Context: an optimization exercise on an open-source flow, tuned for small area. The choices shown serve that exercise and are no tape-out recipe. The RTL was checked by simulation tests, not by an equivalence proof against the original design. The flow treats the clock pin as an ideal source, which a real chip does not have.

== job 102 ==
==> module display, before the edit <==
module display (
    input clk, input reset, input [1:0] i_mode, input i_scan,
    input [6:0] wt_ms, input [5:0] wt_s, input [5:0] wt_m, input [4:0] wt_h,
    input [6:0] sw_ms, input [5:0] sw_s, input [5:0] sw_m, input [4:0] sw_h,
    output [3:0] fnd_comm, output [7:0] fnd_font, output [3:0] led
);
    reg [2:0] sel;
    always @(posedge clk, posedge reset) begin
        if (reset)
            sel <= 3'd0;
        else if (i_scan)
            sel <= sel + 3'd1;
    end
    assign fnd_comm = ~(4'b0001 << sel[1:0]);
    wire [6:0] ms = i_mode[1] ? wt_ms : sw_ms;
    reg  [6:0] val;
    always @(*) begin
        case ({i_mode, sel[1]})
            3'b000: val = sw_ms;
            3'b001: val = {1'b0, sw_s};
            3'b010: val = {1'b0, sw_m};
            3'b011: val = {2'b00, sw_h};
            3'b100: val = wt_ms;
            3'b101: val = {1'b0, wt_s};
            3'b110: val = {1'b0, wt_m};
            default: val = {2'b00, wt_h};
        endcase
    end
    wire [3:0] digit = sel[0] ? val / 7'd10 : val % 7'd10;
    reg [7:0] seg;
    always @(*) begin
        case (digit)
            4'd0: seg = 8'hC0;
            4'd1: seg = 8'hF9;
            4'd2: seg = 8'hA4;
            4'd3: seg = 8'hB0;
            4'd4: seg = 8'h99;
            4'd5: seg = 8'h92;
            4'd6: seg = 8'h82;
            4'd7: seg = 8'hF8;
            4'd8: seg = 8'h80;
            default: seg = 8'h90;
        endcase
    end
    wire ms_lt50 = ~ms[6] & ~(ms[5] & ms[4] & (ms[3] | ms[2] | ms[1]));
    wire dot = (sel[1:0] == 2'b10) & ms_lt50;
    assign fnd_font = sel[2] ? {~dot, 7'h7F} : seg;
    assign led = 4'b0001 << i_mode;
endmodule
==> flow/config.mk <==
export PLATFORM = sky130hd
export DESIGN_NAME = top_stopwatch
export DESIGN_NICKNAME = top_stopwatch
export VERILOG_FILES = /design/flow/design.v
export SDC_FILE = /design/flow/constraint.sdc
export NUM_CORES = 4
export LEC_CHECK = 0
export CAP_MARGIN = 20
export CORE_MARGIN = 2
export CORE_UTILIZATION = 60
export SLEW_MARGIN = 20
==> flow/constraint.sdc <==
create_clock -name core_clock -period 12.0 [get_ports {clk}]
set_input_delay 2.4000 -clock core_clock [delete_from_list [all_inputs] [get_ports {clk}]]
set_output_delay 2.4000 -clock core_clock [all_outputs]
set_load 0.01 [all_outputs]
standard.sh (not shown) runs the stock make flow with config.mk's settings and CLKGATE_MAP_FILE= SYNTH_SCRIPT=/design/flow/synth_recipe.tcl, a recipe that flattens the netlist after the stock synthesis.
==> flow/flow/run.sh <==
#!/bin/bash
# Own layout flow: the standard flow (standard.sh) with
#  - the standard synthesis script, but ABC run with area-oriented scripts
#    (flow/abc_*.abc) instead of ORFS's speed script: each is tried in its own
#    folder and the one giving the smallest cell area is kept; the registers
#    are the standard synthesis's, ABC maps only the logic between them;
#  - port buffers of the smallest buffer (buf_1) instead of the default;
#  - clock tree options from flow/cts_args.txt (no dummy loads), and its
#    buffers then downsized while clock pin slews stay low (flow/post_cts.tcl).
# Each tool's output goes to a log file in the work folder.
set -euo pipefail
W=$(pwd)
F=$W/flow

make_variant() {   # $1 = abc script, $2 = work home, $3 = output script name
  { sed "s#@ABC_SCRIPT@#$1#" "$F/abc_override.tcl"; cat "$W/synth_recipe.tcl"; } > "$W/$3.tcl"
  local extra="SYNTH_SCRIPT=$W/$3.tcl"
  extra="$extra 'BUFFER_PORTS_ARGS=-buffer_cell sky130_fd_sc_hd__buf_1'"
  extra="$extra 'CTS_ARGS=$(cat "$F/cts_args.txt")' POST_CTS_TCL=$F/post_cts.tcl"
  sed -e "s#SYNTH_SCRIPT=[^ ]*#$extra#" -e "s#WORK_HOME=[^ ]*#WORK_HOME=$2#" "$W/standard.sh" > "$W/$3.sh"
}

# try each ABC script
best=""; best_area=""
pids=()
for s in "$F"/abc_*.abc; do
  k=$(basename "$s" .abc)
  make_variant "$s" "$W/try_$k" "synth_$k"
  (bash "$W/synth_$k.sh" synth > "$W/log_synth_$k.txt" 2>&1 || true) &
  pids+=($!)
done
wait "${pids[@]}" || true
for s in "$F"/abc_*.abc; do
  k=$(basename "$s" .abc)
  st="$W/try_$k/reports/$FLOW_PLATFORM/top_stopwatch/base/synth_stat.txt"
  [[ -f $st ]] || continue
  a=$(grep "Chip area for module" "$st" | tail -1 | awk '{print $NF}')
  echo "$k $a" >> "$W/log_synth_areas.txt"
  if [[ -z $best_area ]] || awk -v a="$a" -v b="$best_area" 'BEGIN{exit !(a < b)}'; then
    best=$s; best_area=$a
  fi
done
echo "best: $best $best_area" >> "$W/log_synth_areas.txt"
[[ -n $best ]]

make_variant "$best" "$W/orfs" "own_standard"
# the kept synthesis is run again in the real work home: copy the chosen try
k=$(basename "$best" .abc)
cp -a "$W/try_$k/." "$W/orfs/"
rm -rf "$W"/try_abc_*
bash "$W/own_standard.sh" finish > "$W/log_layout.txt" 2>&1
Other scripts of this flow, unchanged in this note and not shown: flow/flow/abc_1.abc, flow/flow/abc_2.abc, flow/flow/abc_3.abc, flow/flow/abc_4.abc, flow/flow/abc_override.tcl, flow/flow/cts_args.txt, flow/flow/post_cts.tcl
#### Input delta (job 104 over job 102)
==> flow/design.v, changed modules only <==
module display (
    input clk, input reset, input [1:0] i_mode, input i_scan,
    input [6:0] wt_ms, input [5:0] wt_s, input [5:0] wt_m, input [4:0] wt_h,
    input [6:0] sw_ms, input [5:0] sw_s, input [5:0] sw_m, input [4:0] sw_h,
    output [3:0] fnd_comm, output [7:0] fnd_font, output [3:0] led
);
    reg [2:0] sel;
    always @(posedge clk, posedge reset) begin
        if (reset)
            sel <= 3'd0;
        else if (i_scan)
            sel <= sel + 3'd1;
    end
    assign fnd_comm = ~(4'b0001 << sel[1:0]);
    wire k_mode0 = i_mode[0] & ~sel[2];
    wire k_sel1  = sel[1] & ~sel[2];
    wire k_sel0  = sel[0] | sel[2];
    reg  [6:0] val;
    always @(*) begin
        case ({i_mode[1], k_mode0, k_sel1})
            3'b000: val = sw_ms;
            3'b001: val = {1'b0, sw_s};
            3'b010: val = {1'b0, sw_m};
            3'b011: val = {2'b00, sw_h};
            3'b100: val = wt_ms;
            3'b101: val = {1'b0, wt_s};
            3'b110: val = {1'b0, wt_m};
            default: val = {2'b00, wt_h};
        endcase
    end
    wire [3:0] digit = k_sel0 ? val / 7'd10 : val % 7'd10;
    reg [7:0] seg;
    always @(*) begin
        case (digit)
            4'd0: seg = 8'hC0;
            4'd1: seg = 8'hF9;
            4'd2: seg = 8'hA4;
            4'd3: seg = 8'hB0;
            4'd4: seg = 8'h99;
            4'd5: seg = 8'h92;
            4'd6: seg = 8'h82;
            4'd7: seg = 8'hF8;
            4'd8: seg = 8'h80;
            default: seg = 8'h90;
        endcase
    end
    wire dot = (sel[1:0] == 2'b10) & ~digit[3] & ~(digit[2] & (digit[1] | digit[0]));
    assign fnd_font = sel[2] ? {~dot, 7'h7F} : seg;
    assign led = 4'b0001 << i_mode;
endmodule
Notes after the runs:
- Having completed the whole flow, job 104 delivered a layout that passed the timing, DRC and antenna checks.
- Summary: with job 102 as the reference, synthesized instance count in job 104 moved up slightly.
- For job 104, the cell at the slowest stage of the critical path was nor3_1, unlike job 102, where it was a222oi_1.
- Going from job 102 to job 104, the maximum clock frequency was found to have gone down by about 3.4%.
- Going from job 102 to job 104, met2 routing resource usage after global routing down 1.8 points; number of distinct library cells after synthesis down 2.3%; worst setup slack down 340 ps; detailed-route wire length down about 2.3%.
- Job 102 and job 104 ended up with roughly the same finished layout cell area.

-- what the ideal ports hide --
The flow's constraints put no driver on any port. The routed layouts listed below were extracted and timed again, unchanged, in two steps. Step 1, drivers: a clkbuf_16 drives clk and a buf_2 each remaining input, both assumed. Step 2 moves the port delays by t, midway between the first and last clock arrival at a register: inputs arrive t later, outputs are due t later. That takes back most of the time a late clock gives input paths. a / b / c = ideal / step 1 / step 2; a / b = the first two.
| run | t, ns | setup slack, ns | worst setup path after step 2 |
|---|---|---|---|
| job 102 | 0.793 | 2.613 / 2.580 / 2.580 | input to output |
| job 104 | 0.839 | 2.277 / 2.255 / 2.255 | input to output |
After both steps setup and hold are still met in every run listed. For job 102, which loses most, drivers alone change the setup slack by -0.033 ns; drivers and shift together by -0.033 ns.
